Source: an optimization exercise on an open RTL-to-GDS flow (aim: small area). Production flows keep margins and buffers that such runs may drop. In this exercise RTL edits were held to simulation tests only and were not proved equivalent to the original. Power figures rest on the tool's default switching activity, not on a simulated workload.

==> design.v <==
module IntMemReqHold
  (
   AxVALIDhold,
   AxREADYhold,
   AxREADYhold_c,
   ACLK,
   ARESETn,
   AxVALID,
   AxREADY,
   xREADY,
   xVALID,
   xLAST
   );
  input	 ACLK;
  input	 ARESETn;
  output AxVALIDhold;    
  output AxREADYhold;    
  output AxREADYhold_c;  
  input	 AxVALID;        
  input	 AxREADY;        
  input	 xREADY;         
  input	 xVALID;         
  input	 xLAST;          
  wire	      wait_for_resp_in;
  reg	        wait_for_resp;
  assign AxVALIDhold = AxVALID & ~wait_for_resp;
  assign AxREADYhold = AxREADY & ~wait_for_resp;
  assign AxREADYhold_c = AxREADY & ~wait_for_resp_in;
  assign        wait_for_resp_in = ((AxREADY & AxVALID) | wait_for_resp) &  
				      ~(xLAST & xVALID & xREADY);  
  always @(posedge ACLK or negedge ARESETn)
    begin
      if (!ARESETn)
	begin
	  wait_for_resp <=   1'b0;
	end
      else
	begin
	  wait_for_resp <=   wait_for_resp_in;
	end
    end
endmodule
module IntMemAdrNxt
  (
    AddrIn,
    AxLEN,
    AxSIZE,
    AxBURST,
    Step,
    AddrOut
  );
  input  [19 : 0] AddrIn;     
  input   [3 : 0] AxLEN;      
  input   [2 : 0] AxSIZE;     
  input   [1 : 0] AxBURST;    
  input           Step;       
  output [19 : 0] AddrOut;    
  wire fixed = (AxBURST == 2'b00);
  wire wrap  = (AxBURST == 2'b10);
  wire [3:0] mask;
  assign mask[3] = ~fixed & AxSIZE[2];
  assign mask[2] = ~fixed & (AxSIZE[2] | (AxSIZE[1] & AxSIZE[0]));
  assign mask[1] = ~fixed & (AxSIZE[2] | AxSIZE[1]);
  assign mask[0] = ~fixed & (AxSIZE[2] | AxSIZE[1] | AxSIZE[0]);
  reg  [7:0] win;
  always @(*) begin
    case (AxSIZE)
      3'd0:    win = {4'b0, AxLEN[3:0]};
      3'd1:    win = {3'b0, AxLEN[3:0], 1'b0};
      3'd2:    win = {2'b0, AxLEN[3:0], 2'b0};
      3'd3:    win = {1'b0, AxLEN[3:0], 3'b0};
      default: win = {AxLEN[3:0], 4'b0};
    endcase
  end
  wire [19:0] p = {AddrIn[19:4], AddrIn[3:0] | (mask & {4{Step}})};
  wire [19:0] pr = {AddrIn[19:4], AddrIn[3:0] | mask};
  wire [8:0]  cr;
  wire [20:0] c;
  assign cr[0] = ~fixed;
  assign c[0]  = Step & cr[0];
  genvar i;
  generate
    for (i = 1; i <= 8; i = i + 1) begin : g_lo
      if (i < 8) begin : g_w
        assign cr[i] = cr[i-1] & pr[i-1] & ~(wrap & ~win[i] & ~(i < 4 ? mask[i % 4] : 1'b0));
      end else begin : g_8
        assign cr[i] = cr[i-1] & pr[i-1] & ~wrap;
      end
      assign c[i] = Step & cr[i];
    end
    for (i = 9; i <= 20; i = i + 1) begin : g_hi
      assign c[i] = c[i-1] & p[i-1];
    end
  endgenerate
  assign AddrOut = p ^ c[19:0];
endmodule
module IntMemAddrGen
  (
   ACLK,          
   ARESETn,       
   AxADDR,        
   AxSIZE,        
   AxBURST,       
   AxLEN,         
   AxID,          
   AxVALID,       
   AxREADY,       
   AddrOut,       
   AddrId,        
   AddrLast,      
   AddrValid,     
   DataLast,      
   xVALID,        
   xREADY,        
   xSTEP,         
   AddrStart      
   );
  parameter	    ID_WIDTH   = 4;            
  parameter	    READ       = 0;
  localparam	    ID_MAX     = ID_WIDTH-1;
  input		          ACLK;
  input		          ARESETn;
  input [31:0]	    AxADDR;
  input [2:0]	      AxSIZE;
  input [1:0]	      AxBURST;
  input [7:0]	      AxLEN;
  input [ID_MAX:0]  AxID;
  input		          AxVALID;
  input		          AxREADY;
  output [31:0]	    AddrOut;
  output [ID_MAX:0] AddrId;
  output	          AddrLast;
  output	          AddrValid;
  output	          DataLast;
  input		          xVALID;
  input		          xREADY;
  input		          xSTEP;
  output [31:16]    AddrStart;
  reg [31:0]	      AxADDRmuxr;    
  reg [19:16]	      AxADDRs;       
  reg [3:0]	        AxLENr;        
  reg [2:0]	        AxSIZEr;
  reg [1:0]	        AxBURSTr;
  reg [ID_MAX:0]    AxIDr;
  reg [7:0]	        AddrCountr;    
  reg 		          nlastr;        
  wire [19:0]       AxADDRinc;
  wire [7:0]	      AddrCount;
  wire validreq  = AxVALID & AxREADY;
  wire validresp = xVALID & xREADY;
  always @ (posedge ACLK)
    if (validreq) begin
      AxADDRs   <= AxADDR[19:16];
      AxLENr    <= AxLEN[3:0];
      AxSIZEr   <= AxSIZE;
      AxBURSTr  <= AxBURST;
    end
  assign AddrId  = validreq ? AxID : AxIDr;
  always @ (posedge ACLK or negedge ARESETn)
    if (!ARESETn)
      AxIDr   <= {ID_WIDTH{1'b0}};
    else
      AxIDr   <= AddrId;
  IntMemAdrNxt u_IntMemAdrNxt
    (.AddrIn  (AxADDRmuxr[19:0]),
     .AxLEN   (AxLENr),
     .AxSIZE  (AxSIZEr),
     .AxBURST (AxBURSTr),
     .Step    (xSTEP),
     .AddrOut (AxADDRinc));
  assign AddrOut = validreq  ? AxADDR : {AxADDRmuxr[31:20], AxADDRinc};
  always @ (posedge ACLK or negedge ARESETn)
    if (!ARESETn)
      AxADDRmuxr[31:20] <= 12'h000;
    else
      AxADDRmuxr[31:20] <= AddrOut[31:20];
  always @ (posedge ACLK or negedge ARESETn)
    if (!ARESETn)
      AxADDRmuxr[19:0] <= 20'h00000;
    else if (validreq | (validresp & ~DataLast))
      AxADDRmuxr[19:0] <= AddrOut[19:0];
  assign AddrStart = {AxADDRmuxr[31:20], AxADDRs};
  wire cnt_nz = (AddrCountr != 8'h0);
  assign AddrValid = validreq | (validresp & cnt_nz);
  assign AddrCount = validreq ? AxLEN : (AddrCountr - {7'b0, validresp});
  assign AddrLast  = (AddrCount == 8'h0) & AddrValid;
  always @ (posedge ACLK)
    AddrCountr <= AddrCount;
  assign DataLast = validreq ? ((AxLEN == 8'h0) & validresp) : nlastr;
  wire data_next_last = READ ? (AddrCountr == 8'h1) : (AddrCount == 8'h1);
  always @ (posedge ACLK or negedge ARESETn)
    if (!ARESETn)
      nlastr <= 1'b1;
    else
      nlastr <= validresp ? data_next_last
                          : (validreq ? (AxLEN == 8'h0) : (!xVALID & nlastr));
endmodule
module IntMemWrCtrl (
                   ACLK,
                   ARESETn,
                   AWID,
                   AWADDR,
                   AWLEN,
                   AWSIZE,
                   AWBURST,
                   AWVALID,
                   AWREADY,
                   AWLOCK,
                   WVALID,
                   WREADY,
                   BID,
                   BRESP,
                   BVALID,
                   BREADY,
                   WAddrValid,
                   WAddrReady,
                   WAddrStart,
                   WAddrOut
);
  parameter           DATA_WIDTH = 128;            
  parameter           ID_WIDTH   = 4;              
  localparam          DATA_MAX   = DATA_WIDTH-1;   
  localparam          ID_MAX     = ID_WIDTH-1;     
  input                     ACLK;        
  input                     ARESETn;     
  input [ID_MAX : 0]  AWID;        
  input [31 : 0]      AWADDR;      
  input [7 : 0]       AWLEN;       
  input [2 : 0]       AWSIZE;      
  input [1 : 0]       AWBURST;     
  input                     AWVALID;     
  output                    AWREADY;     
  input [1:0]               AWLOCK ;
  input                     WVALID;      
  output                    WREADY;      
  output [ID_MAX : 0] BID;         
  output [1 : 0]      BRESP;       
  output                    BVALID;      
  input                     BREADY;      
  output                    WAddrValid;  
  input                     WAddrReady;  
  output [31 : 0]     WAddrOut;    
  output [31 : 16]    WAddrStart;  
  wire                      ACLK;        
  wire                      ARESETn;     
  reg         bresp0 ;
  wire [ID_MAX : 0]   AWID;        
  wire [31 : 0]       AWADDR;      
  wire [7 : 0]        AWLEN;       
  wire [2 : 0]        AWSIZE;      
  wire [1 : 0]        AWBURST;     
  wire                      AWVALID;     
  wire                      AWVALIDhold;
  wire                      AWREADY;     
  wire                      AWREADYi;
  wire                      AWREADYhold;
  wire                      WVALID;      
  wire                      WREADY;      
  wire [ID_MAX : 0]   BID;         
  wire [1 : 0]        BRESP;       
  wire                      BVALID;      
  wire                      BREADY;      
  wire                      WAddrValid;  
  wire                      WAddrReady;  
  wire [31 : 0]       WAddrOut;    
  wire [31 : 0]       AddrOut;
  wire [ID_MAX : 0]   AddrId;
  wire                      AddrLast;
  wire                      AddrValid;
  wire                      AddrReady;
  wire                      DataLast;
  wire                      wrongwid;
  wire                      brespi;
  reg [ID_MAX : 0]    bidr;
  reg                         bvalidr;
  reg                         wreadyr;
  reg                       AddrValidr;
  assign WAddrValid         = AddrValid;
  assign WAddrOut[31:0]     = AddrOut[31:0];
  assign AddrReady          = WAddrReady;
  assign AWREADY            = AWREADYhold;
  assign AWREADYi           = AWVALIDhold & WVALID & WAddrReady;
  assign WREADY             =   WAddrReady & ( AWVALIDhold ? WVALID : wreadyr) ;
  assign BID[ID_MAX:0]      = bidr[ID_MAX:0];
  assign BRESP[1:0]         = {1'b0, bresp0} ;
  assign brespi             = wrongwid;
  assign BVALID             = bvalidr;
  IntMemAddrGen #(ID_WIDTH) u_IntMemAddrGen
    (
     .ACLK(ACLK),
     .ARESETn(ARESETn),
     .AxADDR(AWADDR),
     .AxSIZE(AWSIZE),
     .AxBURST(AWBURST),
     .AxLEN(AWLEN),
     .AxID(AWID),
     .AxVALID(AWVALIDhold),
     .AxREADY(AWREADYhold),
     .AddrOut(AddrOut),
     .AddrId(AddrId),
     .AddrLast(AddrLast),
     .AddrValid(AddrValid),
     .DataLast(DataLast),
     .AddrStart(WAddrStart),
     .xVALID(WVALID),
     .xREADY(WREADY),
     .xSTEP(WVALID & WAddrReady & wreadyr)
     );
  always @ (posedge ACLK or negedge ARESETn)
  begin
      if(!ARESETn)
          bresp0 <= 1'b0 ;
      else if(~bvalidr & AWVALID & AWREADY)
          bresp0 <= (AWLOCK == 2'b01) ;
  end
  always @ (posedge ACLK or negedge ARESETn)
    if (!ARESETn) begin
      bidr[ID_MAX:0] <=   ID_WIDTH*{1'b0};
      bvalidr        <=   1'b0;
      wreadyr        <=   1'b0;
    end else begin  
      bidr[ID_MAX:0] <=   DataLast ? AddrId[ID_MAX:0] : bidr[ID_MAX:0];
      bvalidr        <=   bvalidr  ? (!BREADY)        : (DataLast & AddrValid);
      wreadyr        <=   !AddrLast & WREADY;
    end 
  assign wrongwid = 1'b0;
  IntMemReqHold u_IntMemReqHold
    (
     .AxVALIDhold(AWVALIDhold),
     .AxREADYhold(AWREADYhold),
     .AxREADYhold_c (),
     .ACLK(ACLK),
     .ARESETn(ARESETn),
     .AxVALID(AWVALID),
     .AxREADY(AWREADYi),
     .xREADY(BREADY),
     .xVALID(BVALID),
     .xLAST(1'b1)
     );
endmodule
module IntMemRdCtrl (
                   ACLK,
                   ARESETn,
                   ARID,
                   ARADDR,
                   ARLEN,
                   ARSIZE,
                   ARBURST,
                   ARVALID,
                   ARREADY,
                   ARLOCK,
                   RID,
                   RLAST,
                   RDATA,
                   RRESP,
                   RVALID,
                   RREADY,
                   RAddrValid,
                   RAddrReady,
                   RAddrStart,
                   RAddrOut,
                   RData,
                   RResp
                  );
  parameter		DATA_WIDTH = 128;            
  parameter		ID_WIDTH   = 4;              
  localparam		DATA_MAX   = DATA_WIDTH-1;   
  localparam		ID_MAX     = ID_WIDTH-1;     
  input			            ACLK;        
  input			            ARESETn;     
  input [ID_MAX:0]	    ARID;        
  input [31:0]	        ARADDR;      
  input [7:0]		        ARLEN;       
  input [2:0]		        ARSIZE;      
  input [1:0]		        ARBURST;     
  input			            ARVALID;     
  output		            ARREADY;     
  input [1:0]		            ARLOCK;     
  output [ID_MAX:0]	    RID;         
  output		            RLAST;       
  output [DATA_MAX:0]	  RDATA;       
  output [1:0]   	      RRESP;       
  output		            RVALID;      
  input			            RREADY;      
  output		            RAddrValid;  
  input			            RAddrReady;  
  output [31:0]	        RAddrOut;    
  output [31:16]	      RAddrStart;  
  input			            RResp;       
  input [DATA_MAX:0]	  RData;       
  wire [ID_MAX:0]	      RID;         
  wire			            RLAST;       
  wire [DATA_MAX:0]	    RDATA;       
  wire [1:0]		        RRESP;       
  wire			            RVALID;      
  wire			            RREADY;      
  wire			            ARVALIDhold;
  wire			            ARREADYhold;
  wire			            RAddrValid;  
  wire			            RAddrReady;  
  wire [31:0]		        RAddrOut;    
  wire			            RResp;       
  wire [DATA_MAX:0]  	  RData;       
  wire [31:0]		        AddrOut;
  wire [31:0]		        MaskAddr;
  wire [31:0]		        AddrInv;
  wire [ID_MAX:0]	      AddrId;
  wire			            AddrLast;
  wire			            AddrValid;
  wire			            AddrReady;
  wire			            DataLast;
  reg			              DataValid;
  reg			              RDataHeld;
  reg			              RREADYr;
  reg			              AddrValidr;
  reg			              DataLastr;
  wire [DATA_MAX:0]	    RDatai;
  reg  [DATA_MAX:0]	    RDatar;
  wire [31:0]		        AddrBitUsed;
  reg  [127:0]		      ShiftMe;
  reg  [DATA_MAX:0]	    MaskDatar;
  wire [DATA_MAX:0]	    MaskAndDataX;
  wire [DATA_MAX:0]	    MaskOrDataX;
  reg  [DATA_MAX:0]	    RDATAr;
  reg			              ValidReqr;
  wire [2:0]		        Size;
  reg			              selRDATAr;
  wire                  AxREADYhold_c;
  reg [1:0] RRESP_TYPE ;
  assign RAddrValid         = AddrValid;
  assign RAddrOut[31:0]     = AddrOut[31:0];
  assign AddrReady          = RAddrReady;
  assign ARREADY            = ARREADYhold;
  assign RID[ID_MAX:0]      = AddrId [ID_MAX : 0];
  assign RLAST              = DataLast | DataLastr;
  assign RRESP[1:0]         = RRESP_TYPE;
  assign RVALID             = DataValid;
  assign RDATA[DATA_MAX:0]  = RDatai[DATA_MAX:0] ;
  assign RDatai[DATA_MAX:0]  = (AddrValidr)
                                ? RData[DATA_MAX:0]
                                : (RDatar[DATA_MAX:0] & {DATA_WIDTH{RDataHeld}});
  IntMemAddrGen #(.ID_WIDTH(ID_WIDTH), .READ(1)) u_IntMemAddrGen
    (
     .ACLK     (ACLK),
     .ARESETn  (ARESETn),
     .AxADDR   (ARADDR),
     .AxSIZE   (ARSIZE),
     .AxBURST  (ARBURST),
     .AxLEN    (ARLEN),
     .AxID     (ARID),
     .AxVALID  (ARVALIDhold),
     .AxREADY  (ARREADYhold),
     .AddrOut  (AddrOut),
     .AddrId   (AddrId),
     .AddrLast (AddrLast),
     .AddrValid(AddrValid),
     .DataLast (DataLast),
     .AddrStart(RAddrStart),
     .xVALID   (RVALID),
     .xREADY   (RREADY),
     .xSTEP    (RVALID & RREADY)
     );
  always @ (posedge ACLK or negedge ARESETn)
    if (!ARESETn) begin
      DataValid  <=   1'b0;
      AddrValidr <=   1'b0;
      DataLastr  <=   1'b0;
      RDataHeld  <=   1'b0;
    end else begin
      DataValid  <=   	(AddrReady & AddrValid) ? 1'b1 :
	                         (RREADY ? 1'b0 : DataValid);
      AddrValidr <=   AddrValid;
      DataLastr  <=   (RREADY | (RVALID & ~DataLastr)) ? (DataLast & ~RREADY) : DataLastr;
      RDataHeld  <=   RDataHeld | AddrValidr;
    end 
  always @ (posedge ACLK)
    RDatar     <=   RDatai;
  always @ (posedge ACLK or negedge ARESETn)
  begin
      if(!ARESETn)
      begin
          RRESP_TYPE <= 2'b00 ;
      end
      else if(ARVALID & ARREADY)
      begin
          RRESP_TYPE <= {1'b0, ARLOCK == 2'b01};
      end
  end
  IntMemReqHold U_IntMemReqHold
    (
     .AxVALIDhold     (ARVALIDhold),
     .AxREADYhold     (ARREADYhold),
     .AxREADYhold_c   (AxREADYhold_c),
     .ACLK            (ACLK),
     .ARESETn         (ARESETn),
     .AxVALID         (ARVALID),
     .AxREADY         (RAddrReady),
     .xREADY          (RREADY),
     .xVALID          (RVALID),
     .xLAST           (RLAST)
   );
endmodule
module IntMemArb (
                   ACLK,
                   ARESETn,
                   mem_type,
                   read_done,
                   write_done,
                   remap,
                   waddr_valid,
                   axi_awvalid,
                   waddr_ready,
                   waddr_out,
                   axi_awaddr,
                   axi_awready,
                   waddr_start,
                   raddr_valid,
                   axi_arvalid,
                   raddr_ready,
                   raddr_out,
                   axi_araddr,
                   axi_arready,
                   raddr_start,
                   mem0_cs_n,
                   mem0_wr_n,
                   mem0_rd_n,
                   mem0_addr,
                   mem0_wr_addr,
                   mem1_cs_n,
                   mem1_wr_n,
                   mem1_rd_n,
                   mem1_addr,
                   mem1_wr_addr,
                   mem2_cs_n,
                   mem2_wr_n,
                   mem2_rd_n,
                   mem2_addr,
                   mem2_wr_addr 
);
input           ACLK;
input           ARESETn;
input           mem_type;
input           read_done;
input           write_done;
input           remap;
input           axi_awvalid;
input           waddr_valid;
input  [31:0]   waddr_out; 
output          waddr_ready;
input  [31:0]   axi_awaddr;    
input           axi_awready;
input  [31:16]  waddr_start;
input           axi_arvalid;
input           raddr_valid;
input  [31:0]   raddr_out;      
output          raddr_ready;
input  [31:0]   axi_araddr;   
input           axi_arready;
input  [31:16]  raddr_start;
output          mem0_cs_n;
output          mem0_wr_n;
output          mem0_rd_n;
output [31:0]   mem0_addr;
output [31:0]   mem0_wr_addr;
output          mem1_cs_n;
output          mem1_wr_n;
output          mem1_rd_n;
output [31:0]   mem1_addr;
output [31:0]   mem1_wr_addr;
output          mem2_cs_n;
output          mem2_wr_n;
output          mem2_rd_n;
output [31:0]   mem2_addr;
output [31:0]   mem2_wr_addr;
parameter IDLE   = 2'b00;
parameter RD     = 2'b01;
parameter WR     = 2'b10;
parameter RDWR   = 2'b11;
wire        arb_c;
wire        arb_r;
wire        arb_w;
reg [1:0]   mem_status;
reg         waddr_ready;
reg         raddr_ready;
wire        sp_mem;     
wire [31:0] mux_addr;
wire     mem_cs_n      = !( waddr_valid | raddr_valid );
wire     mem_bank0     = mem0_addr[20]; 
wire     mem_bank1     = !mem0_addr[20];
wire     mem_sub_bank0 = ~((mem0_addr[18:15]==4'h0)&(mem0_addr[14:12]==3'd0|mem0_addr[14:12]==3'd1));
wire     mem_sub_bank1 = ((mem0_addr[18:15]==4'h0)&(mem0_addr[14:12]==3'd0|mem0_addr[14:12]==3'd1));
assign   mem0_cs_n    = mem_cs_n ; 
assign   mem0_wr_n    = (!waddr_valid) | mem0_cs_n;
assign   mem0_rd_n    = !raddr_valid | mem0_cs_n;
assign   mem0_wr_addr = waddr_out;
assign   mem1_cs_n    = 1'b1; 
assign   mem1_wr_n    = (!waddr_valid) | mem1_cs_n;
assign   mem1_rd_n    = (!raddr_valid) | mem1_cs_n;
assign   mem1_wr_addr = waddr_out;
assign   mem2_cs_n    = 1'b1; 
assign   mem2_wr_n    = (!waddr_valid) | mem2_cs_n;
assign   mem2_rd_n    = (!raddr_valid) | mem2_cs_n;
assign   mem2_wr_addr = waddr_out;
assign   mux_addr     = ( mem_status == 2'b01 ) ? raddr_out  : waddr_out ; 
assign   sp_mem       = ( mem_type == 1'b0 );
assign   mem0_addr    = raddr_out;
assign   mem1_addr    = (sp_mem & (mem_status != 2'b01)) ? waddr_out : raddr_out;
wire     [31:13] m2_borrow;
wire     [31:20] m2_zpre;
wire             m2_b20 = sp_mem & ~|mem1_addr[19:13];
assign   m2_borrow[13] = sp_mem;
assign   m2_zpre[20]   = 1'b1;
genvar   gi;
generate
  for (gi = 14; gi <= 19; gi = gi + 1) begin : g_m2lo
    assign m2_borrow[gi] = m2_borrow[gi-1] & ~mem1_addr[gi-1];
  end
  for (gi = 21; gi <= 31; gi = gi + 1) begin : g_m2z
    assign m2_zpre[gi] = m2_zpre[gi-1] & ~mem1_addr[gi-1];
  end
  for (gi = 20; gi <= 31; gi = gi + 1) begin : g_m2hi
    assign m2_borrow[gi] = m2_b20 & m2_zpre[gi];
  end
endgenerate
assign   mem2_addr    = {mem1_addr[31:13] ^ m2_borrow, mem1_addr[12:0]};
reg aw_pend;
reg ar_pend;
always @(posedge ACLK)begin
     aw_pend <= axi_awvalid & ~axi_awready;
     ar_pend <= axi_arvalid & ~axi_arready;
end
    wire [31:16] cmp_w = (mem_status == WR && !aw_pend) ? waddr_start : axi_awaddr[31:16];
    wire [31:16] cmp_r = (mem_status == RD && !ar_pend) ? raddr_start : axi_araddr[31:16];
    wire         cmp_eq = (cmp_w == cmp_r);
    assign arb_c =  cmp_eq;
    assign arb_w =  cmp_eq;
    assign arb_r =  cmp_eq;
always @(*) begin
     waddr_ready = mem_status[1];
     raddr_ready = mem_status[0];
end
always @(posedge ACLK or negedge ARESETn)begin
     if(!ARESETn)
         mem_status    <= 2'b00;
     else case (mem_status)
        IDLE: begin
             if(axi_awvalid & !axi_arvalid)
                mem_status    <= WR;
             else if(axi_arvalid & !axi_awvalid)
                mem_status    <= RD;
             else if(axi_awvalid & axi_arvalid & arb_c)
                mem_status    <= WR;
             else if(axi_awvalid & axi_arvalid & !arb_c)
                mem_status    <= RDWR;
         end
         WR: begin
             if (write_done & axi_arvalid)
                mem_status    <= RD;
             else if(axi_arvalid & !arb_r)
                mem_status    <= RDWR;
             else if (write_done)
                mem_status    <= IDLE;
         end
         RD: begin
             if (read_done & axi_awvalid)
                mem_status    <= WR;
             else if(axi_awvalid & !arb_w)
                mem_status    <= RDWR;
             else if (read_done)
                mem_status    <= IDLE;
         end
         default: begin
             if(read_done & write_done)
                mem_status    <= IDLE;
             else if (read_done )
                mem_status    <= WR;
             else if (write_done)
                mem_status    <= RD;
         end
    endcase
end
endmodule
module IntMem (
            scan_en,
            aclk,
            areset_n,
            mem_type,
            remap,
            axi_awid,
            axi_awaddr,
            axi_awlen,
            axi_awsize,
            axi_awburst,
            axi_awlock,
            axi_awcache,
            axi_awprot,
            axi_awvalid,
            axi_awready,
            axi_wdata,
            axi_wstrb,
            axi_wlast,
            axi_wvalid,
            axi_wready,
            axi_bid,
            axi_bresp,
            axi_bvalid,
            axi_bready,
           axi_arid,      
           axi_araddr,       
           axi_arlen,     
           axi_arsize,    
           axi_arburst,   
           axi_arlock,    
           axi_arcache,   
           axi_arprot,    
           axi_arvalid,   
           axi_arready,
           axi_rid,
           axi_rdata,
           axi_rresp,
           axi_rlast,
           axi_rvalid,
           axi_rready,
           mem0_cs_n,
           mem0_wr_n,
           mem0_rd_n,
           mem0_wr_byte_en,
           mem0_addr,
           mem0_wr_addr,
           mem0_din,
           mem0_dout,
           mem1_cs_n,
           mem1_wr_n,
           mem1_rd_n,
           mem1_wr_byte_en,
           mem1_addr,
           mem1_wr_addr,
           mem1_din,
           mem1_dout,
           mem2_cs_n,
           mem2_wr_n,
           mem2_rd_n,
           mem2_wr_byte_en,
           mem2_addr,
           mem2_wr_addr,
           mem2_din,
           mem2_dout 
);
parameter             ID_WIDTH   = 12;           
parameter             DATA_WIDTH = 128;          
localparam            ID_MAX     = ID_WIDTH-1;
input               scan_en;
input               aclk;                                               
input               areset_n;
input               mem_type;  
input               remap;
input  [ ID_MAX:0]  axi_awid;
input  [31:0]       axi_awaddr;
input  [ 7:0]       axi_awlen;   
input  [ 2:0]       axi_awsize;   
input  [ 1:0]       axi_awburst;   
input  [ 1:0]       axi_awlock;   
input  [ 3:0]       axi_awcache;   
input  [ 2:0]       axi_awprot;   
input               axi_awvalid;
output              axi_awready;
input  [DATA_WIDTH-1:0]      axi_wdata;
input  [DATA_WIDTH/8-1:0]       axi_wstrb;
input               axi_wlast;
input               axi_wvalid;
output              axi_wready;
output [ ID_MAX:0]  axi_bid;
output [ 1:0]       axi_bresp;
output              axi_bvalid;
input               axi_bready;
input  [ ID_MAX:0]  axi_arid;
input  [31:0]       axi_araddr;   
input  [ 7:0]       axi_arlen;
input  [ 2:0]       axi_arsize;
input  [ 1:0]       axi_arburst;
input  [ 1:0]       axi_arlock;
input  [ 3:0]       axi_arcache;
input  [ 2:0]       axi_arprot;
input               axi_arvalid;
output              axi_arready;
output [ ID_MAX:0]  axi_rid;
output [DATA_WIDTH-1:0]      axi_rdata;
output [ 1:0]       axi_rresp;
output              axi_rlast;   
output              axi_rvalid;       
input               axi_rready;
output              mem0_cs_n;    
output              mem0_wr_n;    
output              mem0_rd_n;    
output  [DATA_WIDTH/8-1:0]      mem0_wr_byte_en;
output  [31:0]      mem0_addr;    
output  [31:0]      mem0_wr_addr; 
output  [DATA_WIDTH-1:0]      mem0_din;
input   [DATA_WIDTH-1:0]      mem0_dout;
output              mem1_cs_n;    
output              mem1_wr_n;    
output              mem1_rd_n;    
output  [DATA_WIDTH/8-1:0]      mem1_wr_byte_en;
output  [31:0]      mem1_addr;    
output  [31:0]      mem1_wr_addr; 
output  [DATA_WIDTH-1:0]     mem1_din;
input   [DATA_WIDTH-1:0]     mem1_dout;
output              mem2_cs_n;    
output              mem2_wr_n;    
output              mem2_rd_n;    
output  [DATA_WIDTH/8-1:0]      mem2_wr_byte_en;
output  [31:0]      mem2_addr;    
output  [31:0]      mem2_wr_addr; 
output  [DATA_WIDTH-1:0]     mem2_din;
input   [DATA_WIDTH-1:0]     mem2_dout;
wire                waddr_valid;
wire                waddr_ready;
wire  [31:0]        waddr_out;
wire  [31:16]       waddr_start;
wire  [31:16]       raddr_start;
wire                raddr_valid;
wire                raddr_ready;
wire  [31:0]        raddr_out;
wire  [DATA_WIDTH-1:0]       rdata;
wire  [7:0]         mem_wr_mask;
wire                read_done;
wire                write_done;
assign  rdata           = mem0_dout;
assign  mem0_din        =  axi_wdata;
assign  mem0_wr_byte_en =  axi_wstrb;
assign  mem1_din        =  axi_wdata;
assign  mem1_wr_byte_en =  axi_wstrb;
assign  mem2_din        =  axi_wdata;
assign  mem2_wr_byte_en =  axi_wstrb;
assign  read_done      =  ( axi_rready & axi_rlast & axi_rvalid ) ;
assign  write_done     =  ( axi_bvalid & axi_bready ) ;
IntMemWrCtrl #(DATA_WIDTH,ID_WIDTH) u_IntMemWrCtrl(
                   .ACLK                 (aclk),
                   .ARESETn              (areset_n),
                   .AWID                 (axi_awid), 
                   .AWADDR               (axi_awaddr),
                   .AWLEN                (axi_awlen),
                   .AWSIZE               (axi_awsize),
                   .AWBURST              (axi_awburst),
                   .AWVALID              (axi_awvalid),
                   .AWREADY              (axi_awready),
                   .AWLOCK               (axi_awlock),
                   .WVALID               (axi_wvalid),
                   .WREADY               (axi_wready),
                   .BID                  (axi_bid),
                   .BRESP                (axi_bresp),
                   .BVALID               (axi_bvalid),
                   .BREADY               (axi_bready),
                   .WAddrValid           (waddr_valid),
                   .WAddrReady           (waddr_ready),
                   .WAddrOut             (waddr_out),
                   .WAddrStart           (waddr_start)
);
IntMemRdCtrl #(DATA_WIDTH,ID_WIDTH) u_IntMemRdCtrl(
                   .ACLK                 (aclk),
                   .ARESETn              (areset_n),
                   .ARID                 (axi_arid),
                   .ARADDR               (axi_araddr),
                   .ARLEN                (axi_arlen),
                   .ARSIZE               (axi_arsize),
                   .ARBURST              (axi_arburst),
                   .ARVALID              (axi_arvalid),
                   .ARREADY              (axi_arready),
                   .ARLOCK               (axi_arlock),
                   .RID                  (axi_rid),
                   .RLAST                (axi_rlast),
                   .RDATA                (axi_rdata),
                   .RRESP                (axi_rresp),
                   .RVALID               (axi_rvalid),
                   .RREADY               (axi_rready),
                   .RAddrValid           (raddr_valid),
                   .RAddrReady           (raddr_ready),
                   .RAddrOut             (raddr_out),
                   .RAddrStart           (raddr_start),
                   .RData                (rdata),
                   .RResp                (1'b0)
                  );
IntMemArb u_IntMemArb (
                   .ACLK                 (aclk),
                   .ARESETn              (areset_n),
                   .mem_type             (mem_type),
                   .read_done            (read_done),
                   .write_done           (write_done),
                   .remap                (remap),
                   .waddr_valid          (waddr_valid),
                   .axi_awvalid          (axi_awvalid),
                   .waddr_ready          (waddr_ready),
                   .waddr_out            (waddr_out),
                   .axi_awaddr           (axi_awaddr),
                   .axi_awready          (axi_awready),
                   .waddr_start          (waddr_start),
                   .raddr_valid          (raddr_valid),
                   .axi_arvalid          (axi_arvalid),                   
                   .raddr_ready          (raddr_ready),
                   .raddr_out            (raddr_out),
                   .axi_araddr           (axi_araddr),
                   .axi_arready          (axi_arready),
                   .raddr_start          (raddr_start),
                   .mem0_cs_n             (mem0_cs_n),
                   .mem0_wr_n             (mem0_wr_n),
                   .mem0_rd_n             (mem0_rd_n),
                   .mem0_addr             (mem0_addr),
                   .mem0_wr_addr          (mem0_wr_addr),
                   .mem1_cs_n             (mem1_cs_n),
                   .mem1_wr_n             (mem1_wr_n),
                   .mem1_rd_n             (mem1_rd_n),
                   .mem1_addr             (mem1_addr),
                   .mem1_wr_addr          (mem1_wr_addr),
                   .mem2_cs_n             (mem2_cs_n),
                   .mem2_wr_n             (mem2_wr_n),
                   .mem2_rd_n             (mem2_rd_n),
                   .mem2_addr             (mem2_addr),
                   .mem2_wr_addr          (mem2_wr_addr)
);
endmodule
==> flow/run.sh <==
#!/bin/bash
set -euo pipefail
export BUFFER_PORTS_ARGS="-buffer_cell sky130_fd_sc_hd__buf_1"
export CTS_ARGS="-sink_clustering_enable -repair_clock_nets -dont_use_dummy_load -sink_clustering_size 15 -sink_clustering_max_diameter 70 -buf_list {sky130_fd_sc_hd__clkbuf_8}"
bash standard.sh finish > standard_flow.log 2>&1
==> standard.sh <==
#!/bin/bash
# synth_recipe.tcl (not shown) runs the flow's synth.tcl, then flattens the netlist and writes it again
# the make line also repeats each setting of config.mk as NAME=value (left out here)
make -C /OpenROAD-flow-scripts/flow DESIGN_CONFIG=/design/flow/config.mk WORK_HOME=/design/flow/orfs CLKGATE_MAP_FILE= SYNTH_SCRIPT=/design/flow/synth_recipe.tcl "${@:-finish}"
==> config.mk <==
export PLATFORM = sky130hd
export DESIGN_NAME = IntMem
export DESIGN_NICKNAME = IntMem
export VERILOG_FILES = /design/flow/design.v
export SDC_FILE = /design/flow/constraint.sdc
export NUM_CORES = 4
export LEC_CHECK = 0
export CAP_MARGIN = 5
export CORE_AREA = 10 10 530 530
export DIE_AREA = 0 0 540 540
export SLEW_MARGIN = 5
==> constraint.sdc <==
create_clock -name core_clock -period 11.0 [get_ports {aclk}]
set_input_delay 2.2000 -clock core_clock [delete_from_list [all_inputs] [get_ports {aclk}]]
set_output_delay 2.2000 -clock core_clock [all_outputs]
set_load 0.01 [all_outputs]
==> flow_summary.html, run 1 <==
<table>
<tr><th>Metric</th><th>Value</th></tr>
<tr><th colspan="2">Layout</th></tr>
<tr><td>Layout Nets</td><td>between 2k and 3k</td></tr>
<tr><td>Final Instance Area</td><td>20,070 µm²</td></tr>
<tr><td>Filler-free cell count of the finished design</td><td>5,428</td></tr>
<tr><td>Final design utilization</td><td>7.471%</td></tr>
<tr><td>Signed area change from the synthesized netlist to the final layout</td><td>20.12%</td></tr>
<tr><td>Share of post-route cells with drive strength above 1</td><td>7.630%</td></tr>
<tr><th colspan="2">Clocking</th></tr>
<tr><td>Maximum root-to-sink buffer count</td><td>3</td></tr>
<tr><td>Number of hold-repair buffers added at the cts stage</td><td>0</td></tr>
<tr><td># clock sinks</td><td>286</td></tr>
<tr><td>Clock root buffer master</td><td>sky130_fd_sc_hd__clkbuf_8</td></tr>
<tr><td>TritonCTS clock tree</td><td>built</td></tr>
<tr><td>Setup repair bufs after CTS</td><td>0</td></tr>
<tr><td>Level count of the clock H-tree</td><td>1</td></tr>
<tr><td>Clock-pin transition on the worst setup and hold timing paths</td><td>about 50 ps</td></tr>
<tr><td>Later-pin clock latency in the skew report</td><td>710 ps</td></tr>
<tr><td>Post-CTS Resized</td><td>0</td></tr>
<tr><td>CTS Buf Count</td><td>27</td></tr>
<tr><th colspan="2">Yosys</th></tr>
<tr><td>Commonest cells post-synth</td><td>sky130_fd_sc_hd__buf_4, sky130_fd_sc_hd__nand2_1, sky130_fd_sc_hd__dfxtp_1</td></tr>
<tr><td>Total standard cell area after synthesis</td><td>16,710 µm²</td></tr>
<tr><td>Synth Warn #</td><td>7</td></tr>
<tr><td>Yosys top cell area share</td><td>23.37%</td></tr>
<tr><td>Average cell area after synthesis</td><td>roughly 9.4 µm²</td></tr>
<tr><td>Proportion of synthesized chip area in sequential cells</td><td>roughly two fifths</td></tr>
<tr><td>Synth top area cells</td><td>sky130_fd_sc_hd__buf_4, sky130_fd_sc_hd__dfxtp_1, sky130_fd_sc_hd__dfrtp_1, sky130_fd_sc_hd__a22o_1, sky130_fd_sc_hd__mux2i_1</td></tr>
<tr><td>Dominant synthesized flop cell</td><td>sky130_fd_sc_hd__dfxtp_1</td></tr>
<tr><td>Async set-reset flop share out of synthesis</td><td>39.86%</td></tr>
<tr><td>Cell with the most instances after synthesis</td><td>sky130_fd_sc_hd__buf_4</td></tr>
<tr><td>Number of instances in the synthesized netlist</td><td>1,773</td></tr>
<tr><td>Number of distinct library cells after synthesis</td><td>70</td></tr>
<tr><td>Flip-flop and latch count after synthesis</td><td>286</td></tr>
<tr><td>Post-synth top area cell</td><td>sky130_fd_sc_hd__buf_4</td></tr>
<tr><td>Post-synth EDFFs</td><td>26</td></tr>
<tr><th colspan="2">Route</th></tr>
<tr><td>Detailed-route wire length</td><td>122,300 µm</td></tr>
<tr><td>Number of vias per cell after detailed routing</td><td>2.332</td></tr>
<tr><td>Total DRC errors in the routed layout</td><td>0</td></tr>
<tr><td>First-pass iteration count of the detailed router</td><td>5</td></tr>
<tr><td>DRT iter0 DRCs</td><td>roughly 750</td></tr>
<tr><td>Count of nets left with antenna violations after detail routing</td><td>0</td></tr>
<tr><td>Total vias in the final route</td><td>12.66k</td></tr>
<tr><td>Routed WL per cell</td><td>22.54 µm</td></tr>
<tr><th colspan="2">Timing</th></tr>
<tr><td>Final Hold Viols</td><td>0</td></tr>
<tr><td>Part of the cycle the worst path needs</td><td>94.03%</td></tr>
<tr><td>Layout Skew</td><td>114.0 ps</td></tr>
<tr><td>Count of endpoints failing setup in the final report</td><td>0</td></tr>
<tr><td>Unrepaired setup endpoints after global routing</td><td>no</td></tr>
<tr><td>Count of pins over their slew limit</td><td>0</td></tr>
<tr><td>Slew at the pin closest to its max-slew limit</td><td>approximately 1000 ps</td></tr>
<tr><td>Highest clock rate</td><td>a little under 0.1 GHz</td></tr>
<tr><td>Max_slew headroom</td><td>31.10%</td></tr>
<tr><td>Total Negative Setup Slacks</td><td>0 ps</td></tr>
<tr><td>Clock period minus final worst setup slack</td><td>10,340 ps</td></tr>
<tr><th colspan="2">Global route</th></tr>
<tr><td>Wire length of the first global-routing pass</td><td>150,400 µm</td></tr>
<tr><td>Maximum number of pins on one net before global-route repair</td><td>70</td></tr>
<tr><td>Remaining global-route overflow</td><td>0</td></tr>
<tr><td>Initial antenna violation count</td><td>22</td></tr>
<tr><td>Vias in the first global route</td><td>13.10k</td></tr>
<tr><td>All-layer global routing usage</td><td>around 8%</td></tr>
<tr><th colspan="2">Floorplan</th></tr>
<tr><td>Die outline width</td><td>approximately 540 µm</td></tr>
<tr><td>Count of pins on the block boundary</td><td>1,466</td></tr>
<tr><td>Die ar.</td><td>291,600 µm²</td></tr>
<tr><td>Total core area</td><td>between 200,000 and 300,000 µm²</td></tr>
<tr><td>Starting density of the core</td><td>6.219%</td></tr>
<tr><td>Number of cell rows</td><td>190</td></tr>
<tr><td>Die height</td><td>between 500 and 600 µm</td></tr>
<tr><th colspan="2">Worst setup path</th></tr>
<tr><td>Worst Setup Path Type</td><td>input pin to output pin</td></tr>
<tr><td>Type of element capturing the critical path</td><td>output pin</td></tr>
<tr><td>Kind of launch point of the worst setup path</td><td>input pin</td></tr>
<tr><td>CP max FO</td><td>10</td></tr>
<tr><td>Arrival time at the worst endpoint</td><td>just over 8000 ps</td></tr>
<tr><td>Data required time at the worst endpoint</td><td>8800 ps</td></tr>
<tr><td>Length in cells of the worst reg-to-reg path</td><td>21</td></tr>
<tr><th colspan="2">Place</th></tr>
<tr><td>Number of placed cells counting well taps</td><td>5,386</td></tr>
<tr><td>Detail Placement HPWL</td><td>109,300 µm</td></tr>
<tr><td>Number of buffer cells added on primary ports</td><td>608</td></tr>
<tr><td>Post-Place Cell Area</td><td>between 15,000 and 20,000 µm²</td></tr>
<tr><td>Last weighted congestion value of the routability-driven placer</td><td>0.8126</td></tr>
<tr><th colspan="2">Flow run</th></tr>
<tr><td>Total of max-cap violations</td><td>0</td></tr>
<tr><th colspan="2">Power and ir drop</th></tr>
<tr><td>Max IR drop VDD</td><td>144.7 µV</td></tr>
<tr><td>Static Leakage</td><td>between 6 and 7 nW</td></tr>
<tr><td>PnR Total Power</td><td>roughly 4.7 mW</td></tr>
<tr><td>Power per unit of standard cell area</td><td>234.8 nW/µm²</td></tr>
<tr><th colspan="2">Outcome</th></tr>
<tr><td>Run status</td><td>timing/DRC/antenna clean</td></tr>
<tr><th colspan="2">Hold path</th></tr>
<tr><td>Number of instances on the worst hold path</td><td>1</td></tr>
<tr><td>Worst min path class</td><td>flip-flop to flip-flop</td></tr>
</table>
==> kinds of logic after synthesis <==
kind of cell             Yosys count  synth area share [%]
other                              2               0.04495
AO/OA/AOI/OAI                    263                 11.47
adder cells (fa/ha/maj)           33                 2.471
flip-flops                       286                 39.26
buffers and inverters            665                 26.78
XOR/XNOR                          45                 2.359
multiplexers                     128                 7.878
AND/OR/NAND/NOR                  351                 9.743
==> placed cells by master (no fill, tap or decap), types with 5 or more instances in the layout <==
cell type,n
sky130_fd_sc_hd__a21oi_1,44
sky130_fd_sc_hd__a22o_1,128
sky130_fd_sc_hd__a31oi_1,5
sky130_fd_sc_hd__buf_1,595
sky130_fd_sc_hd__buf_4,48
sky130_fd_sc_hd__clkbuf_8,27
sky130_fd_sc_hd__conb_1,8
sky130_fd_sc_hd__dfrtp_1,111
sky130_fd_sc_hd__dfxtp_1,146
sky130_fd_sc_hd__diode_2,15
sky130_fd_sc_hd__edfxtp_1,26
sky130_fd_sc_hd__ha_1,33
sky130_fd_sc_hd__inv_1,73
sky130_fd_sc_hd__mux2_2,28
sky130_fd_sc_hd__mux2i_1,94
sky130_fd_sc_hd__mux2i_2,6
sky130_fd_sc_hd__nand2_1,164
sky130_fd_sc_hd__nand2b_1,14
sky130_fd_sc_hd__nand3_1,9
sky130_fd_sc_hd__nand4_1,8
sky130_fd_sc_hd__nor2_1,78
sky130_fd_sc_hd__nor3_1,17
sky130_fd_sc_hd__nor3b_1,5
sky130_fd_sc_hd__nor4_1,18
sky130_fd_sc_hd__o211ai_1,5
sky130_fd_sc_hd__o21ai_0,49
sky130_fd_sc_hd__or2_2,6
sky130_fd_sc_hd__xnor2_1,29
sky130_fd_sc_hd__xor2_1,16
==> registers in the layout, indices dropped and copies added, names as in the netlist, 2 cells and up <==
name	flops
u_IntMemWrCtrl.u_IntMemAddrGen.AxADDRmuxr	32
u_IntMemWrCtrl.bidr	12
u_IntMemWrCtrl.u_IntMemAddrGen.AxADDRs	4
u_IntMemRdCtrl.u_IntMemAddrGen.AxLENr	4
u_IntMemWrCtrl.u_IntMemAddrGen.AxIDr	12
u_IntMemRdCtrl.u_IntMemAddrGen.AxIDr	12
u_IntMemWrCtrl.u_IntMemAddrGen.AxLENr	4
u_IntMemWrCtrl.u_IntMemAddrGen.AxSIZEr	3
u_IntMemRdCtrl.u_IntMemAddrGen.AddrCountr	8
u_IntMemRdCtrl.u_IntMemAddrGen.AxSIZEr	3
u_IntMemWrCtrl.u_IntMemAddrGen.AddrCountr	8
u_IntMemRdCtrl.RDatar	128
u_IntMemRdCtrl.u_IntMemAddrGen.AxADDRmuxr	32
u_IntMemRdCtrl.u_IntMemAddrGen.AxADDRs	4
u_IntMemWrCtrl.u_IntMemAddrGen.AxBURSTr	2
u_IntMemRdCtrl.u_IntMemAddrGen.AxBURSTr	2
u_IntMemArb.mem_status	2
==> metrics by stage <==
stage | setup WS (ps) | hold WS (ps)
after CTS | 609.7 | 471.4
after global placement | 665.6 | 451.8
after detailed placement | 623.4 | 452.5
after global routing | 119.9 | 480.5
final | 657.1 | 467.6
after floorplan | 2165 | 435.8
==> power by group <==
group | switching, mW | leakage [nW] | internal [mW]
sequential | 0.184 | 2.82 | 1.46
combinational | 1.74 | 3.75 | 0.725
clock | 0.384 | 0.194 | 0.217
==> per-layer routing <==
metal  global-route usage (%)  wire length [µm]  vias to the layer above
met1                    5.548             30240                     5741
met3                    7.203             25030                      205
met4                    2.783              4631                        8
met5                   0.4220               138                        -
met2                    14.44             62290                     1079
li1                         -                 -                     5625
==> final cells by class <==
class                      instances  area, µm²
sequential                       286       6563
fill                           31590     248600
clock buffer                      27      371.6
timing repair buffer             645       2613
antenna                           15      37.54
tap                             3552       4444
multi-input combinational        828       5759
inverter                          75      281.5
==> path summary, 6_finish.rpt <==
check                                                                     start                                                        end  slack [ps]
min                                           u_IntMemRdCtrl.RDatar[16]$_DFF_P_                          u_IntMemRdCtrl.RDatar[16]$_DFF_P_         470
max in group asynchronous                                              areset_n                        u_IntMemRdCtrl.AddrValidr$_DFF_PN0_        7840
min in group asynchronous                                              areset_n          u_IntMemWrCtrl.u_IntMemAddrGen.AxIDr[1]$_DFF_PN0_        1740
max                                                                  axi_rready                                              mem2_addr[25]         660
min reg2reg                                   u_IntMemRdCtrl.RDatar[16]$_DFF_P_                          u_IntMemRdCtrl.RDatar[16]$_DFF_P_         470
max reg2reg                u_IntMemRdCtrl.u_IntMemAddrGen.AxBURSTr[0]$_DFFE_PP_  u_IntMemRdCtrl.u_IntMemAddrGen.AxADDRmuxr[19]$_DFFE_PN0P_        5900
==> critical path, stage by stage <==
cell and delay (ps):
sky130_fd_sc_hd__buf_1 170, sky130_fd_sc_hd__o211ai_1 170, sky130_fd_sc_hd__a211oi_1 500, sky130_fd_sc_hd__o2111ai_1 330
sky130_fd_sc_hd__nor3_1 450, sky130_fd_sc_hd__and3b_1 250, sky130_fd_sc_hd__ha_1 150, sky130_fd_sc_hd__ha_1 150
sky130_fd_sc_hd__ha_1 150, sky130_fd_sc_hd__ha_1 140, sky130_fd_sc_hd__ha_1 170, sky130_fd_sc_hd__buf_4 190
sky130_fd_sc_hd__ha_1 170, sky130_fd_sc_hd__ha_1 160, sky130_fd_sc_hd__ha_1 160, sky130_fd_sc_hd__ha_1 150
sky130_fd_sc_hd__ha_1 160, sky130_fd_sc_hd__ha_1 240, sky130_fd_sc_hd__nor4_1 280, sky130_fd_sc_hd__mux2_2 200
sky130_fd_sc_hd__nand4_1 110, sky130_fd_sc_hd__a211oi_2 460, sky130_fd_sc_hd__nand3b_2 120, sky130_fd_sc_hd__buf_4 220
sky130_fd_sc_hd__nor3_1 230, sky130_fd_sc_hd__xor2_1 240, sky130_fd_sc_hd__buf_4 170
==> run 2: changes to the inputs <==
==> config.mk (replaced) <==
export PLATFORM = sky130hd
export DESIGN_NAME = IntMem
export DESIGN_NICKNAME = IntMem
export VERILOG_FILES = /design/flow/design.v
export SDC_FILE = /design/flow/constraint.sdc
export NUM_CORES = 4
export LEC_CHECK = 0
export CAP_MARGIN = 20
export CORE_AREA = 10 10 495 495
export DIE_AREA = 0 0 505 505
export SLEW_MARGIN = 20
==> flow_summary.html, run 2 <==
<table>
<tr><th>Metric</th><th>Value</th></tr>
<tr><th colspan="2">Outcome</th></tr>
<tr><td>Run status</td><td>timing/DRC/antenna clean</td></tr>
<tr><th colspan="2">Floorplan</th></tr>
<tr><td>Total core area</td><td>233,400 µm² (-13%)</td></tr>
<tr><td>Number of cell rows</td><td>177 (-6.8%)</td></tr>
<tr><td>Starting density of the core</td><td>7.158% (+0.94 points)</td></tr>
<tr><td>Die ar.</td><td>255,000 µm² (-13%)</td></tr>
<tr><td>Die height</td><td>505 µm (-6.5%)</td></tr>
<tr><td>Die outline width</td><td>505 µm (-6.5%)</td></tr>
<tr><td>Count of pins on the block boundary</td><td>1,466 (unchanged)</td></tr>
<tr><th colspan="2">Yosys</th></tr>
<tr><td>Post-Synth Adder-Cell Area</td><td>2.471% (unchanged)</td></tr>
<tr><td>Synth Warn #</td><td>7 (unchanged)</td></tr>
<tr><td>Yosys top cell area share</td><td>23.37% (unchanged)</td></tr>
<tr><td>Async set-reset flop share out of synthesis</td><td>39.86% (unchanged)</td></tr>
<tr><td>Post-synth EDFFs</td><td>26 (unchanged)</td></tr>
<tr><td>Total standard cell area after synthesis</td><td>16,710 µm² (unchanged)</td></tr>
<tr><td>Number of instances in the synthesized netlist</td><td>1,773 (unchanged)</td></tr>
<tr><td>Average cell area after synthesis</td><td>9.423 µm² (unchanged)</td></tr>
<tr><td>Proportion of synthesized chip area in sequential cells</td><td>39.26% (unchanged)</td></tr>
<tr><td>Multiplexer fraction of the synthesized cell area</td><td>7.878% (unchanged)</td></tr>
<tr><td>Dominant synthesized flop cell</td><td>sky130_fd_sc_hd__dfxtp_1</td></tr>
<tr><td>Share of the synthesized area in compound gates (AO/OA/AOI/OAI)</td><td>11.47% (unchanged)</td></tr>
<tr><td>Xor and xnor fraction of the mapped netlist area</td><td>2.359% (unchanged)</td></tr>
<tr><td>Synth top area cells</td><td>sky130_fd_sc_hd__buf_4, sky130_fd_sc_hd__dfxtp_1, sky130_fd_sc_hd__dfrtp_1, sky130_fd_sc_hd__a22o_1, sky130_fd_sc_hd__mux2i_1</td></tr>
<tr><td>Post-synth top area cell</td><td>sky130_fd_sc_hd__buf_4</td></tr>
<tr><td>Commonest cells post-synth</td><td>sky130_fd_sc_hd__buf_4, sky130_fd_sc_hd__nand2_1, sky130_fd_sc_hd__dfxtp_1</td></tr>
<tr><td>Number of distinct library cells after synthesis</td><td>70 (unchanged)</td></tr>
<tr><td>Cell with the most instances after synthesis</td><td>sky130_fd_sc_hd__buf_4</td></tr>
<tr><td>Combinational family with the most area after synthesis</td><td>buffers and inverters</td></tr>
<tr><td>Flip-flop and latch count after synthesis</td><td>286 (unchanged)</td></tr>
<tr><td>Area share of and/or/nand/nor cells after synthesis</td><td>9.743% (unchanged)</td></tr>
<tr><th colspan="2">Power and ir drop</th></tr>
<tr><td>Power per unit of standard cell area</td><td>243.3 nW/µm² (+3.6%)</td></tr>
<tr><td>Static Leakage</td><td>6.811 nW (+0.59%)</td></tr>
<tr><td>PnR Total Power</td><td>4.775 mW (+1.3%)</td></tr>
<tr><td>Max IR drop VDD</td><td>143.2 µV (-1.0%)</td></tr>
<tr><th colspan="2">Route</th></tr>
<tr><td>DRT iter0 DRCs</td><td>787 (+4.7%)</td></tr>
<tr><td>Total DRC errors in the routed layout</td><td>0 (unchanged)</td></tr>
<tr><td>Number of vias per cell after detailed routing</td><td>2.559 (+9.7%)</td></tr>
<tr><td>Count of nets left with antenna violations after detail routing</td><td>0 (unchanged)</td></tr>
<tr><td>Detailed-route wire length</td><td>113,300 µm (-7.4%)</td></tr>
<tr><td>First-pass iteration count of the detailed router</td><td>5 (unchanged)</td></tr>
<tr><td>Routed WL per cell</td><td>22.67 µm (+0.58%)</td></tr>
<tr><td>Total vias in the final route</td><td>12.79k (+1.1%)</td></tr>
<tr><th colspan="2">Global route</th></tr>
<tr><td>Remaining global-route overflow</td><td>0 (unchanged)</td></tr>
<tr><td>Maximum number of pins on one net before global-route repair</td><td>109 (+56%)</td></tr>
<tr><td>All-layer global routing usage</td><td>8.340% (+0.48 points)</td></tr>
<tr><td>Initial antenna violation count</td><td>20 (-9.1%)</td></tr>
<tr><td>Wire length of the first global-routing pass</td><td>141,900 µm (-5.6%)</td></tr>
<tr><td>Vias in the first global route</td><td>13.73k (+4.8%)</td></tr>
<tr><th colspan="2">Clocking</th></tr>
<tr><td>Clock root buffer master</td><td>sky130_fd_sc_hd__clkbuf_8</td></tr>
<tr><td>Maximum root-to-sink buffer count</td><td>3 (unchanged)</td></tr>
<tr><td>Level count of the clock H-tree</td><td>1 (unchanged)</td></tr>
<tr><td>CTS Buf Count</td><td>28 (+3.7%)</td></tr>
<tr><td>TritonCTS clock tree</td><td>built</td></tr>
<tr><td>Clock-pin transition on the worst setup and hold timing paths</td><td>60 ps (about the same)</td></tr>
<tr><td># clock sinks</td><td>286 (unchanged)</td></tr>
<tr><td>Later-pin clock latency in the skew report</td><td>700 ps (about the same)</td></tr>
<tr><th colspan="2">Worst setup path</th></tr>
<tr><td>Kind of launch point of the worst setup path</td><td>input pin</td></tr>
<tr><td>Type of element capturing the critical path</td><td>output pin</td></tr>
<tr><td>Worst Setup Path Type</td><td>input pin to output pin</td></tr>
<tr><td>CP Launch Point</td><td>axi_rready</td></tr>
<tr><td>Length in cells of the worst reg-to-reg path</td><td>19 (-9.5%)</td></tr>
<tr><td>Reg2Reg Setup Slack</td><td>5830 ps (-70 ps)</td></tr>
<tr><td>CP max FO</td><td>9 (-1)</td></tr>
<tr><td>Critical register-to-register path endpoint</td><td>u_IntMemRdCtrl.u_IntMemAddrGen.AxADDRmuxr[19]$_DFFE_PN0P_</td></tr>
<tr><td>Timing endpoint of the critical path</td><td>mem2_addr[30]</td></tr>
<tr><td>Arrival time at the worst endpoint</td><td>8280 ps (+140 ps)</td></tr>
<tr><td>Data required time at the worst endpoint</td><td>8800 ps (about the same)</td></tr>
<tr><td>Launching point of the worst reg2reg path</td><td>u_IntMemRdCtrl.u_IntMemAddrGen.AxBURSTr[0]$_DFFE_PP_</td></tr>
<tr><th colspan="2">Layout</th></tr>
<tr><td>Most flops, register</td><td>u_IntMemRdCtrl.RDatar</td></tr>
<tr><td>Leading cell type in the layout, fill and taps excluded</td><td>sky130_fd_sc_hd__buf_1</td></tr>
<tr><td>FILL cells</td><td>27.38k (-13%)</td></tr>
<tr><td>Area taken by flip-flops and latches</td><td>6563 µm² (unchanged)</td></tr>
<tr><td>Area used by multi-input combinational logic</td><td>5759 µm² (unchanged)</td></tr>
<tr><td>Commonest cells after routing, fill and taps aside</td><td>sky130_fd_sc_hd__buf_1, sky130_fd_sc_hd__nand2_1, sky130_fd_sc_hd__dfxtp_1, sky130_fd_sc_hd__a22o_1, sky130_fd_sc_hd__dfrtp_1</td></tr>
<tr><td>Layout Nets</td><td>2,565 (-0.078%)</td></tr>
<tr><td>Largest registers</td><td>u_IntMemRdCtrl.RDatar (128), u_IntMemRdCtrl.u_IntMemAddrGen.AxADDRmuxr (32), u_IntMemWrCtrl.u_IntMemAddrGen.AxADDRmuxr (32)</td></tr>
<tr><td>Final design utilization</td><td>8.408% (+0.94 points)</td></tr>
<tr><td>Share of post-route cells with drive strength above 1</td><td>7.639% (+0.0082 points)</td></tr>
<tr><td>Signed area change from the synthesized netlist to the final layout</td><td>17.46%</td></tr>
<tr><td>Number of flip-flops under the largest register name</td><td>128 (unchanged)</td></tr>
<tr><th colspan="2">Place</th></tr>
<tr><td>Detail Placement HPWL</td><td>101,100 µm (-7.5%)</td></tr>
<tr><td>Number of buffer cells added on primary ports</td><td>608 (unchanged)</td></tr>
<tr><td>Last weighted congestion value of the routability-driven placer</td><td>0.8699 (+7.1%)</td></tr>
<tr><th colspan="2">Flow run</th></tr>
<tr><td>Total of max-cap violations</td><td>0 (unchanged)</td></tr>
<tr><th colspan="2">Timing</th></tr>
<tr><td>Clock period minus final worst setup slack</td><td>10,480 ps (+133.5 ps)</td></tr>
<tr><td>Count of endpoints failing setup in the final report</td><td>0 (unchanged)</td></tr>
<tr><td>Count of pins over their slew limit</td><td>0 (unchanged)</td></tr>
<tr><td>Max_slew headroom</td><td>22.71% (-8.4 points)</td></tr>
<tr><td>Highest clock rate</td><td>0.09545 GHz (-1.3%)</td></tr>
<tr><td>Final Hold Viols</td><td>0 (unchanged)</td></tr>
<tr><td>Unrepaired setup endpoints after global routing</td><td>no</td></tr>
<tr><td>Slew at the pin closest to its max-slew limit</td><td>1147 ps (+113.7 ps)</td></tr>
<tr><td>Layout Skew</td><td>68.79 ps (-45.20 ps)</td></tr>
<tr><td>Part of the cycle the worst path needs</td><td>95.24% (+1.2 points)</td></tr>
<tr><td>Total Negative Setup Slacks</td><td>0 ps (unchanged)</td></tr>
<tr><th colspan="2">Hold path</th></tr>
<tr><td>Worst min path class</td><td>flip-flop to flip-flop</td></tr>
</table>
==> run 2: cell type report <==
cell class	count	share of cell area [%]
diodes	8	0.1020
multi-input cells	828	29.35
repair buffers	642	13.75
inverters	75	1.434
flip-flops and latches	286	33.44
clock buffers	28	1.964
well taps	3132	19.97
==> run 2: critical path, stage by stage <==
cell and delay [ps]:
sky130_fd_sc_hd__buf_1 190, sky130_fd_sc_hd__o211ai_1 180, sky130_fd_sc_hd__a211oi_2 340, sky130_fd_sc_hd__o2111ai_1 280, sky130_fd_sc_hd__nor3_1 320, sky130_fd_sc_hd__and3b_1 230, sky130_fd_sc_hd__ha_1 160, sky130_fd_sc_hd__ha_1 160
sky130_fd_sc_hd__ha_1 160, sky130_fd_sc_hd__ha_1 150, sky130_fd_sc_hd__ha_1 330, sky130_fd_sc_hd__ha_1 220, sky130_fd_sc_hd__ha_1 240, sky130_fd_sc_hd__ha_1 170, sky130_fd_sc_hd__ha_1 140, sky130_fd_sc_hd__ha_1 150
sky130_fd_sc_hd__ha_1 240, sky130_fd_sc_hd__nor4_1 300, sky130_fd_sc_hd__mux2_2 240, sky130_fd_sc_hd__nand4_1 220, sky130_fd_sc_hd__a211oi_2 480, sky130_fd_sc_hd__nand3b_2 380, sky130_fd_sc_hd__nor3_1 350, sky130_fd_sc_hd__xor2_1 270
sky130_fd_sc_hd__buf_12 140
==> run 2: kinds of logic (layout without fill, tap and decap cells) <==
group	after synthesis	after routing
muxes	128	128
xor gates and xnor gates	45	45
DFF	286	286
buffers and inverters	665	745
and+or+nand+nor	351	351
other	2	16
AOI/OAI and AO/OA	263	263
adders and majority gates	33	33
==> run 2: worst min path at each step <==
stage,endpoint,startpoint,cells after the start
3_5_place_dp,u_IntMemRdCtrl.RDatar[111]$_DFF_P_,u_IntMemRdCtrl.RDatar[111]$_DFF_P_,1
5_1_grt,u_IntMemRdCtrl.u_IntMemAddrGen.AxIDr[7]$_DFF_PN0_,u_IntMemRdCtrl.u_IntMemAddrGen.AxIDr[7]$_DFF_PN0_,2
4_1_cts,u_IntMemRdCtrl.u_IntMemAddrGen.AxIDr[7]$_DFF_PN0_,u_IntMemRdCtrl.u_IntMemAddrGen.AxIDr[7]$_DFF_PN0_,2
6_report,u_IntMemRdCtrl.u_IntMemAddrGen.AxIDr[4]$_DFF_PN0_,u_IntMemRdCtrl.u_IntMemAddrGen.AxIDr[4]$_DFF_PN0_,2
3_3_place_gp,u_IntMemWrCtrl.u_IntMemAddrGen.AxIDr[4]$_DFF_PN0_,u_IntMemWrCtrl.u_IntMemAddrGen.AxIDr[4]$_DFF_PN0_,2
2_1_floorplan,u_IntMemWrCtrl.u_IntMemAddrGen.AxIDr[0]$_DFF_PN0_,u_IntMemWrCtrl.u_IntMemAddrGen.AxIDr[0]$_DFF_PN0_,2
==> run 2: repair_timing <==
action / CTS / global route
endpoints found under the setup margin: 0 / 4
hold buffers: 0 / 0
resized for setup: 0 / 1
setup buffers: 0 / 0
==> run 2: power by group <==
part           switching, mW  total (mW)  leakage, nW  internal [mW]
Sequential             0.198        1.66         2.82           1.46
Clock                  0.385       0.609        0.201          0.224
Combinational           1.76        2.51         3.79          0.750
==> run 2: per-layer routing <==
layer / GRT usage (%) / routed length, µm / vias up
met1: 6.305 / 30140 / 5945
li1: - / - / 5618
met4: 4.216 / 6553 / 4
met3: 6.533 / 19840 / 213
met5: 0.2439 / 27 / -
met2: 15.01 / 56750 / 1014
==> run 2: stage by stage <==
stage | instance area (µm²) | instances | setup slack [ps] | hold slack [ps]
floorplan | 16730 | 1779 | 2165 | 435.8
global placement | 19180 | 4961 | 418.1 | 449.8
detailed placement | 19190 | 4962 | 285.6 | 453.5
CTS | 19580 | 4990 | 283.8 | 476.5
global route | 19620 | 4995 | 70.83 | 490.8
finish | 19630 | 4999 | 523.6 | 475.5
==> run 3: changes to the inputs <==
==> flow/run.sh (replaced) <==
#!/bin/bash
set -euo pipefail
export BUFFER_PORTS_ARGS="-buffer_cell sky130_fd_sc_hd__buf_1"
export CTS_ARGS="-sink_clustering_enable -repair_clock_nets -dont_use_dummy_load -sink_clustering_size 30 -sink_clustering_max_diameter 70 -buf_list {sky130_fd_sc_hd__clkbuf_16}"
bash standard.sh finish > standard_flow.log 2>&1
--- a/config.mk
+++ b/config.mk
@@ -6,6 +6,6 @@
 export NUM_CORES = 4
 export LEC_CHECK = 0
 export CAP_MARGIN = 20
-export CORE_AREA = 10 10 495 495
-export DIE_AREA = 0 0 505 505
+export CORE_AREA = 10 10 530 530
+export DIE_AREA = 0 0 540 540
 export SLEW_MARGIN = 20
==> flow_summary.html, run 3 <==
<table>
<tr><th>Metric</th><th>Value</th></tr>
<tr><th colspan="2">Outcome</th></tr>
<tr><td>Run status</td><td>timing/DRC/antenna clean</td></tr>
<tr><th colspan="2">Yosys</th></tr>
<tr><td>Synth Warn #</td><td>7 (unchanged)</td></tr>
<tr><td>Number of distinct library cells after synthesis</td><td>70 (unchanged)</td></tr>
<tr><td>Multiplexer fraction of the synthesized cell area</td><td>7.878% (unchanged)</td></tr>
<tr><td>Proportion of synthesized chip area in sequential cells</td><td>39.26% (unchanged)</td></tr>
<tr><td>Share of the synthesized area in compound gates (AO/OA/AOI/OAI)</td><td>11.47% (unchanged)</td></tr>
<tr><td>Cell with the most instances after synthesis</td><td>sky130_fd_sc_hd__buf_4</td></tr>
<tr><td>Async set-reset flop share out of synthesis</td><td>39.86% (unchanged)</td></tr>
<tr><td>Xor and xnor fraction of the mapped netlist area</td><td>2.359% (unchanged)</td></tr>
<tr><td>Post-Synth Adder-Cell Area</td><td>2.471% (unchanged)</td></tr>
<tr><td>Post-synth EDFFs</td><td>26 (unchanged)</td></tr>
<tr><th colspan="2">Layout</th></tr>
<tr><td>Final design utilization</td><td>7.542% (-0.87 points)</td></tr>
<tr><td>Largest registers</td><td>u_IntMemRdCtrl.RDatar (128), u_IntMemRdCtrl.u_IntMemAddrGen.AxADDRmuxr (32), u_IntMemWrCtrl.u_IntMemAddrGen.AxADDRmuxr (32)</td></tr>
<tr><td>Commonest cells after routing, fill and taps aside</td><td>sky130_fd_sc_hd__buf_1, sky130_fd_sc_hd__nand2_1, sky130_fd_sc_hd__dfxtp_1, sky130_fd_sc_hd__a22o_1, sky130_fd_sc_hd__dfrtp_1</td></tr>
<tr><td>Leading cell type in the layout, fill and taps excluded</td><td>sky130_fd_sc_hd__buf_1</td></tr>
<tr><td>Number of flip-flops under the largest register name</td><td>128 (unchanged)</td></tr>
<tr><td>FILL cells</td><td>31.60k (+15%)</td></tr>
<tr><th colspan="2">Route</th></tr>
<tr><td>Total DRC errors in the routed layout</td><td>0 (unchanged)</td></tr>
<tr><td>First-pass iteration count of the detailed router</td><td>7 (+2)</td></tr>
<tr><td>Total vias in the final route</td><td>12.64k (-1.2%)</td></tr>
<tr><td>Routed WL per cell</td><td>22.58 µm (-0.37%)</td></tr>
<tr><th colspan="2">Worst setup path</th></tr>
<tr><td>Launching point of the worst reg2reg path</td><td>u_IntMemRdCtrl.u_IntMemAddrGen.AxBURSTr[0]$_DFFE_PP_</td></tr>
<tr><td>Data required time at the worst endpoint</td><td>8800 ps (about the same)</td></tr>
<tr><td>Kind of cell adding the most delay to the critical path</td><td>adder cells</td></tr>
<tr><td>Buffers &amp; Inverters on Critical Path</td><td>4 (+2)</td></tr>
<tr><td>Cell type of the slowest stage on the worst timing path</td><td>sky130_fd_sc_hd__a211oi_1</td></tr>
<tr><td>Critical Path Most Common Cell</td><td>sky130_fd_sc_hd__ha_1</td></tr>
<tr><td>Arrival time at the worst endpoint</td><td>8140 ps (-140 ps)</td></tr>
<tr><td>CP max FO</td><td>10 (+1)</td></tr>
<tr><th colspan="2">Timing</th></tr>
<tr><td>Total Negative Setup Slacks</td><td>0 ps (unchanged)</td></tr>
<tr><td>Count of pins over their slew limit</td><td>0 (unchanged)</td></tr>
<tr><td>Count of endpoints failing setup in the final report</td><td>0 (unchanged)</td></tr>
<tr><td>Slew at the pin closest to its max-slew limit</td><td>1001 ps (-146.5 ps)</td></tr>
<tr><td>Max_slew headroom</td><td>31.96% (+9.3 points)</td></tr>
<tr><th colspan="2">Place</th></tr>
<tr><td>Post-Place Cell Area</td><td>19,660 µm² (+2.5%)</td></tr>
<tr><td>Detail Placement HPWL</td><td>109,300 µm (+8.1%)</td></tr>
<tr><th colspan="2">Global route</th></tr>
<tr><td>Remaining global-route overflow</td><td>0 (unchanged)</td></tr>
<tr><td>Wire length of the first global-routing pass</td><td>150,300 µm (+5.9%)</td></tr>
<tr><td>Maximum number of pins on one net before global-route repair</td><td>70 (-36%)</td></tr>
<tr><th colspan="2">Floorplan</th></tr>
<tr><td>Count of pins on the block boundary</td><td>1,466 (unchanged)</td></tr>
<tr><td>Total core area</td><td>268,600 µm² (+15%)</td></tr>
<tr><td>Number of cell rows</td><td>190 (+7.3%)</td></tr>
<tr><td>Starting density of the core</td><td>6.219% (-0.94 points)</td></tr>
<tr><td>Die outline width</td><td>540 µm (+6.9%)</td></tr>
<tr><th colspan="2">Clocking</th></tr>
<tr><td>Post-CTS Resized</td><td>0 (unchanged)</td></tr>
<tr><td>Setup repair bufs after CTS</td><td>0 (unchanged)</td></tr>
<tr><td>Number of hold-repair buffers added at the cts stage</td><td>0 (unchanged)</td></tr>
<tr><th colspan="2">Power and ir drop</th></tr>
<tr><td>Max IR drop VDD</td><td>177.3 µV (+24%)</td></tr>
<tr><td>Static Leakage</td><td>6.861 nW (+0.72%)</td></tr>
</table>
## run 3: final cells by class
cell class	count	share of cell area, %
Multi-Input combinational cell	828	28.43
Clock buffer	23	2.841
Inverter	75	1.389
Antenna cell	10	0.1235
Timing Repair Buffer	645	12.89
Tap cell	3552	21.94
Sequential cell	286	32.39
## run 3: through the flow
stage / power (mW) / instances
2_1_floorplan: 3.151 / 1779
3_3_place_gp: 4.250 / 5385
3_5_place_dp: 4.261 / 5386
4_1_cts: 5.068 / 5409
5_1_grt: 5.291 / 5415
6_report: 4.885 / 5419
## run 3: worst paths after layout
kind / end / slack, ps / cells past startpoint
hold reg to reg: u_IntMemWrCtrl.u_IntMemAddrGen.AxIDr[2]$_DFF_PN0_ / 460 / 2
setup / recovery: mem2_addr[25] / 660 / 27
hold / removal: u_IntMemWrCtrl.u_IntMemAddrGen.AxIDr[2]$_DFF_PN0_ / 460 / 2
setup reg to reg: u_IntMemRdCtrl.u_IntMemAddrGen.AxADDRmuxr[19]$_DFFE_PN0P_ / 5920 / 21
max in group asynchronous: u_IntMemRdCtrl.AddrValidr$_DFF_PN0_ / 7810 / 2
min in group asynchronous: u_IntMemWrCtrl.bidr[8]$_DFFE_PN0P_ / 1760 / 1
## run 3: cells by family (layout without fill, tap and decap cells)
kind of cell / Yosys count / count (layout)
other: 2 / 18
multiplexers: 128 / 128
AO/OA/AOI/OAI: 263 / 263
adder cells (fa/ha/maj): 33 / 33
AND/OR/NAND/NOR: 351 / 351
XOR/XNOR: 45 / 45
flip-flops: 286 / 286
buffers and inverters: 665 / 743
## run 3: power by group
group	internal (mW)	switching, mW	total [mW]
logic	0.726	1.74	2.47
registers	1.46	0.186	1.65
clock network	0.367	0.400	0.767
total	2.55	2.33	4.88
## run 3: routing by layer
layer / part of all wire (%) / global-route usage (%) / vias to the layer above
met3: 21 / 7.271 / 208
met4: 3.7 / 2.693 / 6
li1: - / - / 5608
met2: 51 / 14.44 / 1087
met5: 0.096 / 0.4220 / -
met1: 25 / 5.533 / 5729
## run 3: tightest hold or removal path: cells and delay by family, from the launching register on
family / cells / cell delay (ps)
flops: 1 / 320
simple gates: 2 / 110

Setup slack of run 3, layout unchanged: 0.656 ns with ideal ports, 0.623 ns with driving cells assumed (clock clkbuf_16, inputs buf_2), 0.623 ns with port delays also shifted by the 0.640 ns mid clock arrival.
